What follows belongs to an exercise in optimizing a design on an open flow for small area; a production flow would make more cautious choices. In this exercise RTL edits were held to simulation tests only and were not proved equivalent to the original. Power figures rest on the tool's default switching activity, not on a simulated workload.

==> inputs of build 82 <==
// main
module main (
    input wire clk,
    input wire reset,
    input wire Entry_sensor,
    input wire Exit_sensor,
    input wire [1:0] Exit_parking,
    output wire Full_light,
    output wire Door_Open_light,
    output reg [3:0] parkings,
    output [4:0] seven_seg,
    output [7:0] seg_data
);
  localparam IDLE = 3'b000, CHECK_ENTRY = 3'b001, CHECK_EXIT = 3'b010,
             FULL_0 = 3'b101, FULL = 3'b100, DOOR_0 = 3'b111, DOOR = 3'b110;
  reg [2:0] state;
  reg [11:0] cnt;             
  reg [5:0] blocks;           
  reg full_phase, door_phase;
  reg full_light_q, door_light_q;
  reg [9:0] refresh_counter;
  reg [3:0] sel;
  reg [2:0] shown;
  assign Full_light = full_light_q;
  assign Door_Open_light = door_light_q;
  wire timing = state[2] & ~state[0];
  wire door = state[1];
  wire in_full = timing & ~door;
  wire in_door = timing & door;
  wire wrap = cnt[9] & cnt[8] & cnt[7] & cnt[5] &
              (door ? (cnt[6] & cnt[3]) : (cnt[11] & cnt[10]));
  wire period_end = blocks[2] & blocks[0] & cnt[9] & cnt[8] & cnt[7] & cnt[4] & cnt[3] & cnt[0] &
                    (door ? (blocks[5] & blocks[1] & cnt[5] & cnt[2] & cnt[1]) : (cnt[11] & cnt[10]));
  wire full_toggle = full_phase ? (cnt == 12'd6) : wrap;
  wire door_toggle = door_phase ? (cnt[9:0] == 10'd40) : wrap;
  reg [2:0] next_state;
  reg [3:0] next_parkings;
  always @(*) begin
    next_state = state;
    next_parkings = parkings;
    case (state)
      IDLE: begin
        if (~Entry_sensor) next_state = CHECK_ENTRY;
        else if (~Exit_sensor) next_state = CHECK_EXIT;
      end
      CHECK_ENTRY: begin
        next_parkings = parkings | {&parkings[2:0], &parkings[1:0], parkings[0], 1'b1};
        next_state = (&parkings) ? FULL_0 : DOOR_0;
      end
      CHECK_EXIT: begin
  ...
==> module main, before the edit <==
module main (
    input wire clk,
    input wire reset,
    input wire Entry_sensor,
    input wire Exit_sensor,
    input wire [1:0] Exit_parking,
    output wire Full_light,
    output wire Door_Open_light,
    output reg [3:0] parkings,
    output [4:0] seven_seg,
    output [7:0] seg_data
);
  localparam IDLE = 3'b000, CHECK_ENTRY = 3'b001, CHECK_EXIT = 3'b010,
             FULL_0 = 3'b101, FULL = 3'b100, DOOR_0 = 3'b111, DOOR = 3'b110;
  reg [2:0] state;
  reg [11:0] cnt;             
  reg [5:0] blocks;           
  reg full_phase, door_phase;
  reg full_light_q, door_light_q;
  reg [9:0] refresh_counter;
  reg [3:0] sel;
  reg [2:0] shown;
  assign Full_light = full_light_q;
  assign Door_Open_light = door_light_q;
  wire timing = state[2] & ~state[0];
  wire door = state[1];
  wire in_full = timing & ~door;
  wire in_door = timing & door;
  wire wrap = cnt[9] & cnt[8] & cnt[7] & cnt[5] &
              (door ? (cnt[6] & cnt[3]) : (cnt[11] & cnt[10]));
  wire period_end = blocks[2] & blocks[0] & cnt[9] & cnt[8] & cnt[7] & cnt[4] & cnt[3] & cnt[0] &
                    (door ? (blocks[5] & blocks[1] & cnt[5] & cnt[2] & cnt[1]) : (cnt[11] & cnt[10]));
  wire full_toggle = full_phase ? (cnt == 12'd6) : wrap;
  wire door_toggle = door_phase ? (cnt[9:0] == 10'd40) : wrap;
  reg [2:0] next_state;
  reg [3:0] next_parkings;
  always @(*) begin
    next_state = state;
    next_parkings = parkings;
    case (state)
      IDLE: begin
        if (~Entry_sensor) next_state = CHECK_ENTRY;
        else if (~Exit_sensor) next_state = CHECK_EXIT;
      end
      CHECK_ENTRY: begin
        next_parkings = parkings | {&parkings[2:0], &parkings[1:0], parkings[0], 1'b1};
        next_state = (&parkings) ? FULL_0 : DOOR_0;
      end
      CHECK_EXIT: begin
        next_parkings = parkings & ~(4'b0001 << Exit_parking);
        next_state = parkings[Exit_parking] ? DOOR_0 : IDLE;
      end
      FULL_0: next_state = FULL;
      DOOR_0: next_state = DOOR;
      FULL, DOOR: if (period_end) next_state = IDLE;
      default: next_state = IDLE;
    endcase
  end
  always @(posedge clk or posedge reset) begin
    if (reset) parkings <= 4'b0000;
    else parkings <= next_parkings;
  end
  always @(posedge clk) begin
    if (reset) state <= IDLE;
    else state <= next_state;
  end
  always @(posedge clk) begin
    if (timing) begin
      cnt <= wrap ? 12'd0 : cnt + 12'd1;
      blocks <= blocks + {5'd0, wrap};
    end else begin
      cnt <= 12'd0;
      blocks <= 6'd0;
    end
  end
  always @(posedge clk) begin
    if (reset) begin
      full_phase <= 1'b0;
      door_phase <= 1'b0;
    end else begin
      if (in_full & period_end) full_phase <= ~full_phase;
      if (in_door & period_end) door_phase <= ~door_phase;
    end
  end
  always @(posedge clk or posedge reset) begin
    if (reset) begin
      full_light_q <= 1'b0;
      door_light_q <= 1'b0;
    end else begin
      full_light_q <= in_full & (full_light_q ^ full_toggle);
      door_light_q <= in_door & (door_light_q ^ door_toggle);
    end
  end
  wire tick = refresh_counter[9];
  always @(posedge clk) begin
    if (reset | tick) refresh_counter <= 10'd0;
    else refresh_counter <= refresh_counter + 10'd1;
  end
  always @(posedge clk or posedge reset) begin
    if (reset) sel <= 4'b0000;
    else if (tick) sel <= (sel[3:1] == 3'b000) ? 4'b1000 : {1'b0, sel[3:1]};
  end
  wire [2:0] location = ~parkings[0] ? 3'd0 : ~parkings[1] ? 3'd1 : ~parkings[2] ? 3'd2 :
                        ~parkings[3] ? 3'd3 : 3'd7;
  wire [2:0] free_count = 3'd4 - (parkings[0] + parkings[1] + parkings[2] + parkings[3]);
  always @(posedge clk) begin
    if (&refresh_counter[8:0] && sel[3]) shown <= free_count;
    else if (&refresh_counter[8:1] && ~refresh_counter[0] && sel[1]) shown <= location;
  end
  wire [2:0] digit = (sel[2] | sel[0]) ? shown : 3'd0;
  assign seven_seg = {1'b0, sel};
  reg [7:0] seg;
  always @(*) begin
    case (digit)
      3'd0: seg = 8'b00111111;
      3'd1: seg = 8'b00000110;
      3'd2: seg = 8'b01011011;
      3'd3: seg = 8'b01001111;
      3'd4: seg = 8'b01100110;
      3'd5: seg = 8'b01101101;
      3'd6: seg = 8'b01111101;
      default: seg = 8'b01000000;
    endcase
  end
  assign seg_data = seg;
endmodule
Settings: LEC_CHECK=0, CAP_MARGIN=20, CORE_MARGIN=2, CORE_UTILIZATION=40, SLEW_MARGIN=20; clock period 10.0 ns.
run.sh (not shown) runs the stock make flow with config.mk's settings and CLKGATE_MAP_FILE= SYNTH_SCRIPT=/design/flow/synth_recipe.tcl, a recipe that flattens the netlist after the stock synthesis.
==> build 31 (differences from build 82) <==
==> flow/design.v (replaced) <==
`timescale 1ns / 1ps
module main (
    input wire clk,
    input wire reset,
    input wire Entry_sensor,
    input wire Exit_sensor,
    input wire [1:0] Exit_parking,
    output wire Full_light,
    output wire Door_Open_light,
    output reg [3:0] parkings,
    output [4:0] seven_seg,
    output [7:0] seg_data
);
  localparam IDLE = 3'd0, CHECK_ENTRY = 3'd1, CHECK_EXIT = 3'd2, FULL = 3'd3, DOOR_OPEN = 3'd4;
  reg [2:0] state;
  reg internal_full, internal_open_door;
  reg [15:0] delay_counter;
  reg [11:0] div_full;
  reg [9:0] div_door;
  reg full_light_q, door_light_q;
  reg [9:0] refresh_counter;
  reg [3:0] sel;
  reg [2:0] shown;
  assign Full_light = full_light_q;
  assign Door_Open_light = door_light_q;
  wire [2:0] location = ~parkings[0] ? 3'd0 : ~parkings[1] ? 3'd1 : ~parkings[2] ? 3'd2 :
                        ~parkings[3] ? 3'd3 : 3'd7;
  wire [2:0] free_count = 3'd4 - (parkings[0] + parkings[1] + parkings[2] + parkings[3]);
  reg [2:0] next_state;
  reg [3:0] next_parkings;
  always @(*) begin
    next_state = state;
    next_parkings = parkings;
    case (state)
      IDLE: begin
        if (~Entry_sensor) next_state = CHECK_ENTRY;
        else if (~Exit_sensor) next_state = CHECK_EXIT;
      end
      CHECK_ENTRY: begin
        if (&parkings) next_state = FULL;
        else begin
          next_parkings[location[1:0]] = 1'b1;
          next_state = DOOR_OPEN;
        end
      end
      CHECK_EXIT: begin
        if (parkings[Exit_parking] == 1'b0) next_state = IDLE;
        else begin
          next_parkings[Exit_parking] = 1'b0;
          next_state = DOOR_OPEN;
        end
      end
      FULL: if (delay_counter == 16'd23998) next_state = IDLE;
      DOOR_OPEN: if (delay_counter == 16'd39998) next_state = IDLE;
      default: next_state = IDLE;
    endcase
  end
  always @(posedge clk or posedge reset) begin
    if (reset) begin
      state <= IDLE;
      parkings <= 4'b0000;
      internal_full <= 1'b0;
      internal_open_door <= 1'b0;
    end else begin
      state <= next_state;
      parkings <= next_parkings;
      internal_full <= (state == FULL) && (next_state == FULL);
      internal_open_door <= (state == DOOR_OPEN) && (next_state == DOOR_OPEN);
    end
  end
  always @(posedge clk) begin
    if (reset || !(internal_full || internal_open_door)) delay_counter <= 16'd0;
    else delay_counter <= delay_counter + 16'd1;
  end
  wire full_stopped = (div_full == 12'd0) && (delay_counter >= 16'd20006);
  wire door_stopped = (div_door == 10'd0) && (delay_counter >= 16'd39040);
  wire full_wrap = (div_full == 12'd4000);
  wire door_wrap = (div_door == 10'd1000);
  always @(posedge clk or posedge reset) begin
    if (reset) begin
      div_full <= 12'd0;
      div_door <= 10'd0;
      full_light_q <= 1'b0;
      door_light_q <= 1'b0;
    end else begin
      full_light_q <= internal_full & (full_light_q ^ full_wrap);
      door_light_q <= internal_open_door & (door_light_q ^ door_wrap);
      if (internal_full && !full_stopped) div_full <= full_wrap ? 12'd0 : div_full + 12'd1;
      if (internal_open_door && !door_stopped) div_door <= door_wrap ? 10'd0 : div_door + 10'd1;
    end
  end
  wire tick = refresh_counter[9];
  always @(posedge clk or posedge reset) begin
    if (reset) refresh_counter <= 10'd0;
    else if (tick) refresh_counter <= 10'd0;
    else refresh_counter <= refresh_counter + 10'd1;
  end
  always @(posedge clk or posedge reset) begin
    if (reset) sel <= 4'b0000;
    else if (tick) sel <= (sel[3:1] == 3'b000) ? 4'b1000 : {1'b0, sel[3:1]};
  end
  always @(posedge clk) begin
    if (refresh_counter == 10'd511 && sel[3]) shown <= free_count;
    else if (refresh_counter == 10'd510 && sel[1]) shown <= location;
  end
  wire [2:0] digit = (sel[2] | sel[0]) ? shown : 3'd0;
  assign seven_seg = {1'b0, sel};
  reg [7:0] seg;
  always @(*) begin
    case (digit)
      3'd0: seg = 8'b00111111;
      3'd1: seg = 8'b00000110;
      3'd2: seg = 8'b01011011;
      3'd3: seg = 8'b01001111;
      3'd4: seg = 8'b01100110;
      3'd5: seg = 8'b01101101;
      3'd6: seg = 8'b01111101;
      default: seg = 8'b01000000;
    endcase
  end
  assign seg_data = seg;
endmodule
==> build 66 (differences from build 82) <==
==> flow/design.v (replaced) <==
`timescale 1ns / 1ps
module main (
    input wire clk,
    input wire reset,
    input wire Entry_sensor,
    input wire Exit_sensor,
    input wire [1:0] Exit_parking,
    output wire Full_light,
    output wire Door_Open_light,
    output reg [3:0] parkings,
    output [4:0] seven_seg,
    output [7:0] seg_data
);
  localparam IDLE_F = 3'b000, IDLE_D = 3'b010, CHECK_ENTRY = 3'b001, CHECK_EXIT = 3'b011,
             FULL_0 = 3'b101, FULL = 3'b100, DOOR_0 = 3'b111, DOOR = 3'b110;
  reg [2:0] state;
  reg [11:0] cnt;             
  reg [5:0] blocks;           
  reg full_phase, door_phase;
  reg [9:0] refresh_counter;
  reg [3:0] sel;
  reg [2:0] shown;
  wire timing = state[2] & ~state[0];
  wire door = state[1];
  wire in_full = timing & ~door;
  wire in_door = timing & door;
  assign Full_light = blocks[0] & ~door;
  assign Door_Open_light = blocks[0] & door;
  wire wrap = cnt[9] & cnt[8] & cnt[7] & cnt[5] &
              (door ? (cnt[6] & cnt[3]) : (cnt[11] & cnt[10]));
  wire period_end = cnt[9] & cnt[8] & cnt[7] & cnt[4] &
      (door ? (door_phase ? (blocks[5] & blocks[3] & cnt[2] & cnt[1])
                          : (blocks[5] & blocks[2] & blocks[1] & blocks[0] & cnt[5] & cnt[3] & cnt[2] & cnt[1] & cnt[0]))
            : (full_phase ? (blocks[2] & blocks[1] & cnt[11] & cnt[10] & cnt[1])
                          : (blocks[2] & blocks[0] & cnt[11] & cnt[10] & cnt[3] & cnt[0])));
  wire [11:0] start = door ? (door_phase ? 12'd960 : 12'd0) : (full_phase ? 12'd3994 : 12'd0);
  reg [2:0] next_state;
  reg [3:0] next_parkings;
  always @(*) begin
    next_state = state;
    next_parkings = parkings;
    case (state)
      IDLE_F, IDLE_D: begin
        if (~Entry_sensor) next_state = CHECK_ENTRY;
        else if (~Exit_sensor) next_state = CHECK_EXIT;
      end
      CHECK_ENTRY: begin
        next_parkings = parkings | {&parkings[2:0], &parkings[1:0], parkings[0], 1'b1};
        next_state = (&parkings) ? FULL_0 : DOOR_0;
      end
      CHECK_EXIT: begin
        next_parkings = parkings & ~(4'b0001 << Exit_parking);
        next_state = parkings[Exit_parking] ? DOOR_0 : IDLE_D;
      end
      FULL_0: next_state = FULL;
      DOOR_0: next_state = DOOR;
      FULL: if (period_end) next_state = IDLE_F;
      DOOR: if (period_end) next_state = IDLE_D;
      default: next_state = IDLE_F;
    endcase
  end
  always @(posedge clk or posedge reset) begin
    if (reset) parkings <= 4'b0000;
    else parkings <= next_parkings;
  end
  always @(posedge clk) begin
    if (reset) state <= IDLE_F;
    else state <= next_state;
  end
  always @(posedge clk) begin
    if (timing) cnt <= wrap ? 12'd0 : cnt + 12'd1;
    else cnt <= start;
  end
  always @(posedge clk or posedge reset) begin
    if (reset) blocks <= 6'd0;
    else if (timing) blocks <= blocks + {5'd0, wrap};
    else blocks <= 6'd0;
  end
  always @(posedge clk) begin
    if (reset) begin
      full_phase <= 1'b0;
      door_phase <= 1'b0;
    end else begin
      if (in_full & period_end) full_phase <= ~full_phase;
      if (in_door & period_end) door_phase <= ~door_phase;
    end
  end
  wire tick = refresh_counter[9];
  always @(posedge clk) begin
    if (reset | tick) refresh_counter <= 10'd0;
    else refresh_counter <= refresh_counter + 10'd1;
  end
  always @(posedge clk or posedge reset) begin
    if (reset) sel <= 4'b0000;
    else if (tick) sel <= (sel[3:1] == 3'b000) ? 4'b1000 : {1'b0, sel[3:1]};
  end
  wire [2:0] free_code, location_code;
  assign free_code[0] = (parkings == 4'd0) | (parkings == 4'd1) | (parkings == 4'd2) | (parkings == 4'd3) | (parkings == 4'd4) | (parkings == 4'd5) | (parkings == 4'd6) | (parkings == 4'd8) | (parkings == 4'd9) | (parkings == 4'd10) | (parkings == 4'd12);
  assign free_code[1] = (parkings == 4'd1) | (parkings == 4'd2) | (parkings == 4'd3) | (parkings == 4'd4) | (parkings == 4'd5) | (parkings == 4'd6) | (parkings == 4'd7) | (parkings == 4'd8) | (parkings == 4'd9) | (parkings == 4'd10) | (parkings == 4'd11) | (parkings == 4'd12) | (parkings == 4'd13) | (parkings == 4'd14);
  assign free_code[2] = (parkings == 4'd3) | (parkings == 4'd5) | (parkings == 4'd6) | (parkings == 4'd9) | (parkings == 4'd10) | (parkings == 4'd12);
  assign location_code[0] = (parkings == 4'd3) | (parkings == 4'd7) | (parkings == 4'd11);
  assign location_code[1] = (parkings == 4'd1) | (parkings == 4'd3) | (parkings == 4'd5) | (parkings == 4'd7) | (parkings == 4'd9) | (parkings == 4'd11) | (parkings == 4'd13) | (parkings == 4'd15);
  assign location_code[2] = (parkings == 4'd3) | (parkings == 4'd11) | (parkings == 4'd15);
  always @(posedge clk) begin
    if (&refresh_counter[8:0] && sel[3]) shown <= free_code;
    else if (&refresh_counter[8:1] && ~refresh_counter[0] && sel[1]) shown <= location_code;
  end
  assign seven_seg = {1'b0, sel};
  wire [7:0] seg =
    (~(sel[2] | sel[0])) ? 8'b00111111 :
    (shown == 3'd0) ? 8'b00111111 :
    (shown == 3'd1) ? 8'b01100110 :
    (shown == 3'd2) ? 8'b00000110 :
    (shown == 3'd3) ? 8'b01001111 :
    (shown == 3'd4) ? 8'b00000000 :
    (shown == 3'd5) ? 8'b00000000 :
    (shown == 3'd6) ? 8'b01000000 :
    8'b01011011;
  assign seg_data = seg;
endmodule
==> qor summary <==
item	build 66	build 31	build 82
Outcome	timing/DRC/antenna clean	timing/DRC/antenna clean	timing/DRC/antenna clean
Dpl hpwl	3.08 mm	4.70 mm	3.05 mm
Floorplan die area	6080 µm²	9500 µm²	6480 µm²
Worst hold slack	0.488 ns	0.506 ns	0.502 ns
Multiplexer share of the synthesized area	3.03%	2.33%	4.97%
Met1 capacity usage during global routing	21.6%	19.8%	20.3%
Well Taps	70	108	72
All-Layer GR Usage	15.9%	15.0%	14.6%
Proportion of cell area occupied by registers	38.6%	39.9%	37.5%
Switching power total	128 µW	105 µW	162 µW
Fraction of registers with async set/reset	31.8%	71.2%	21.7%
Routed met3 length	153 µm	269 µm	175 µm
Instance count along the most critical hold path	2	1	2
Seq/Total Area, Yosys	44.8%	45.4%	42.7%
Mean cell area of the mapped netlist	8.91 µm²	9.42 µm²	9.19 µm²
Xor/xnor cell area share of the yosys netlist	7.20%	5.01%	7.48%
Comb pwr share	19.4%	2.6%	26.5%
Most frequent cell after synthesis	sky130_fd_sc_hd__dfxtp_1	sky130_fd_sc_hd__dfrtp_1	sky130_fd_sc_hd__dfxtp_1
Total number of cells along the worst setup path	3	4	4

==> re-timing with driven ports <==
Ports are ideal in the flow. The routed layouts listed here were re-timed in OpenROAD. Step 1, drivers: a clkbuf_16 drives clk and a buf_2 each remaining input, both assumed. Step 2 also shifts input and output timing later by t, the mid clock arrival at the registers, as if the neighbouring blocks saw the same clock. Slacks: no drivers / after step 1 / after step 2; pairs: no drivers / after step 1.
| run | shift t [ns] | setup WS [ns] | pins driven straight from the clock port |
|---|---|---|---|
| build 82 | 0.314 | 6.250 / 6.223 / 6.315 | 1 |
| build 31 | 0.360 | 6.218 / 6.187 / 6.370 | 1 |
| build 66 | 0.327 | 6.146 / 6.119 / 6.446 | 1 |
After both steps setup and hold are still met in every run listed.
